This design comes from an exercise in tuning for small area on the open sky130 flow, not from production work. Only simulation tests tie the RTL to the original design; equivalence was not proved. Power figures rest on the tool's default switching activity, not on a simulated workload.

// cross_bar_top
module cross_bar_top
(
    input  wire           clk,
    input  wire           aresetn,
    input  wire [3:0]     master_req,
    input  wire [127:0]   master_addr,
    input  wire [3:0]     master_cmd,
    input  wire [127:0]   master_wdata,
    output wire [3:0]     master_ack,
    output wire [127:0]   master_rdata,
    output wire [3:0]     slave_req,
    output wire [127:0]   slave_addr,
    output wire [3:0]     slave_cmd,
    output wire [127:0]   slave_wdata,
    input  wire [3:0]     slave_ack,
    input  wire [127:0]   slave_rdata
);
localparam MASTER_N = 4;
localparam SLAVE_N  = 4;
localparam ADDR_W   = 32;
localparam DATA_W   = 32;
reg [MASTER_N - 1: 0] preq_v;
reg [MASTER_N - 1: 0] preq_s1;
reg [MASTER_N - 1: 0] preq_s0;
integer m;
always @(posedge clk or negedge aresetn)
  if (!aresetn)
  begin
      preq_v  <= {MASTER_N{1'b0}};
      preq_s1 <= {MASTER_N{1'b0}};
      preq_s0 <= {MASTER_N{1'b0}};
  end
  else
  begin
      preq_v <= master_req;
      for (m = 0; m < MASTER_N; m = m + 1)
      begin
          preq_s1[m] <= master_addr[m * ADDR_W + ADDR_W - 1];
          preq_s0[m] <= master_addr[m * ADDR_W + ADDR_W - 2];
      end
  end
wire [SLAVE_N * MASTER_N - 1: 0] r;
wire [SLAVE_N * MASTER_N - 1: 0] nq;
genvar i;
generate
  for (i = 0; i < MASTER_N; i = i + 1) begin: decode_gen
      wire v  = master_req[i];
      wire a1 = master_addr[i * ADDR_W + ADDR_W - 1];
      wire a0 = master_addr[i * ADDR_W + ADDR_W - 2];
      cross_bar_nor3b u_r0  (.a(a1), .b(a0), .cn(v), .y(r[0 * MASTER_N + i]));
      cross_bar_and3b u_r1  (.an(a1), .b(a0), .c(v), .y(r[1 * MASTER_N + i]));
      cross_bar_and3b u_r2  (.an(a0), .b(a1), .c(v), .y(r[2 * MASTER_N + i]));
      cross_bar_and3  u_r3  (.a(a1), .b(a0), .c(v), .y(r[3 * MASTER_N + i]));
      cross_bar_or3b  u_nq0 (.a(preq_s1[i]), .b(preq_s0[i]), .cn(preq_v[i]), .y(nq[0 * MASTER_N + i]));
      cross_bar_nand3b u_nq1 (.an(preq_s1[i]), .b(preq_s0[i]), .c(preq_v[i]), .y(nq[1 * MASTER_N + i]));
  ...
Size: roughly 1400 cells after synthesis, ~790 I/O pins.
export LEC_CHECK = 0
export CAP_MARGIN = 5
export CELL_PAD_IN_SITES_DETAIL_PLACEMENT = 1
export CELL_PAD_IN_SITES_GLOBAL_PLACEMENT = 2
export CORE_AREA = 5 5 215 215
export CTS_BUF_LIST = sky130_fd_sc_hd__clkbuf_8
export DIE_AREA = 0 0 220 220
export GPL_TIMING_DRIVEN = 0
export SLEW_MARGIN = 5
export SYNTH_HIERARCHICAL = 1
create_clock -name core_clock -period 5.0 [get_ports {clk}]
standard.sh (not shown) runs the stock make flow with config.mk's settings and CLKGATE_MAP_FILE= SYNTH_SCRIPT=/design/flow/synth_recipe.tcl, a recipe that flattens the netlist after the stock synthesis.
==> flow/flow/run.sh <==
#!/bin/bash
# Standard layout (standard.sh), with these changes:
#  - every port is buffered by the smallest buffer (buf_1) instead of the default choice;
#  - pins may sit on every routing track (the die is smaller than the default pin spacing allows);
#  - before floorplan, combinational cells that synthesis sized up get their smallest drive strength
#    (flow/downsize.tcl); the flow's own repair steps size up again where timing needs it;
#  - before repair_design, each net with 40 or more loads is split into groups of at most 50 nearby
#    loads, each driven by a buf_2 at its centre (flow/fanout.tcl);
#  - clock tree synthesis inserts no dummy loads.
# Each tool's full output stays in orfs/logs/; the output of standard.sh is also kept in standard.log.
set -euo pipefail
export BUFFER_PORTS_ARGS="-buffer_cell sky130_fd_sc_hd__buf_1"
export PLACE_PINS_ARGS="-min_distance 1 -min_distance_in_tracks"
export PRE_FLOORPLAN_TCL="$PWD/flow/downsize.tcl"
export PRE_RESIZE_TCL="$PWD/flow/fanout.tcl"
export CTS_ARGS="-sink_clustering_enable -repair_clock_nets -buf_list sky130_fd_sc_hd__clkbuf_8 -dont_use_dummy_load"
bash standard.sh > standard.log 2>&1
Other scripts of this flow, unchanged in this note and not shown: flow/flow/downsize.tcl, flow/flow/fanout.tcl
The starting point went through all stages and came out clean.
Edit:
--- a/flow/flow/run.sh
+++ b/flow/flow/run.sh
@@ -2,5 +2,4 @@
 # Standard layout (standard.sh), with these changes:
 #  - every port is buffered by the smallest buffer (buf_1) instead of the default choice;
-#  - pins may sit on every routing track (the die is smaller than the default pin spacing allows);
 #  - before floorplan, combinational cells that synthesis sized up get their smallest drive strength
 #    (flow/downsize.tcl); the flow's own repair steps size up again where timing needs it;
@@ -11,5 +10,4 @@
 set -euo pipefail
 export BUFFER_PORTS_ARGS="-buffer_cell sky130_fd_sc_hd__buf_1"
-export PLACE_PINS_ARGS="-min_distance 1 -min_distance_in_tracks"
 export PRE_FLOORPLAN_TCL="$PWD/flow/downsize.tcl"
 export PRE_RESIZE_TCL="$PWD/flow/fanout.tcl"
Settings changed: CORE_AREA 5 5 215 215 to 5 5 285 125, DIE_AREA 0 0 220 220 to 0 0 290 130.
Outcome: The new run went through all stages and came out clean. Routed wire length grows by 6.7%. Power grows by 1.3%. Non-clock buffer count is unchanged. Register-to-register slack gains 0.07 ns. Fmax shrinks by 5.8%. Synthesized cell count is unchanged. Final area shrinks by 1.6%. Final cell count shrinks by 5.4%. Count of clock-buffer cells in the layout does not change. Sequential power barely changes. Utilization grows by 9.6 points.
Edit:
==> flow/flow/run.sh (replaced) <==
#!/bin/bash
# Standard layout (standard.sh), with these changes:
#  - every port is buffered by the smallest buffer (buf_1) instead of the default choice;
#  - pins may sit on every routing track (the die is smaller than the default pin spacing allows);
#  - before floorplan, combinational cells that synthesis sized up get their smallest drive strength
#    (flow/downsize.tcl); the flow's own repair steps size up again where timing needs it;
#  - before repair_design, each net with 40 or more loads is split into groups of at most 50 nearby
#    loads, each driven by a buf_2 at its centre (flow/fanout.tcl).
# Each tool's full output stays in orfs/logs/; the output of standard.sh is also kept in standard.log.
set -euo pipefail
export BUFFER_PORTS_ARGS="-buffer_cell sky130_fd_sc_hd__buf_1"
export PLACE_PINS_ARGS="-min_distance 1 -min_distance_in_tracks"
export PRE_FLOORPLAN_TCL="$PWD/flow/downsize.tcl"
export PRE_RESIZE_TCL="$PWD/flow/fanout.tcl"
bash standard.sh > standard.log 2>&1
Settings changed: CORE_AREA 5 5 285 125 to 5 5 215 215, DIE_AREA 0 0 290 130 to 0 0 220 220.
The new run finished with timing, DRC and antenna clean.
Routed wire length shrinks by 6.3%.
Non-clock buffer count stays the same.
Clock skew hardly moves.
Sequential share of layout area drops by 0.15 points.
Core utilization shrinks by 9.6 points.
Hold slack stays flat.

-- what the ideal ports hide --
The flow's constraints put no driver on any port. The routed layouts listed below were extracted and timed again, unchanged, in two steps.
Step 1: set_driving_cell puts a clkbuf_16 on clk and a buf_2 on each other input, an assumption about the parent block.
Step 2 also shifts input and output timing later by t, the mid clock arrival at the registers, as if the neighbouring blocks saw the same clock.
Slacks: ideal / step 1 / step 2; pairs: ideal / step 1.
run	t, ns	setup slack, ns	worst setup path at the end
the first run	0.323	1.418 / 1.380 / 1.703	register to output
the second run	0.345	1.197 / 1.159 / 1.504	register to output
the third run	0.337	1.431 / 1.393 / 1.730	register to output
After both steps every run listed still meets setup and hold.
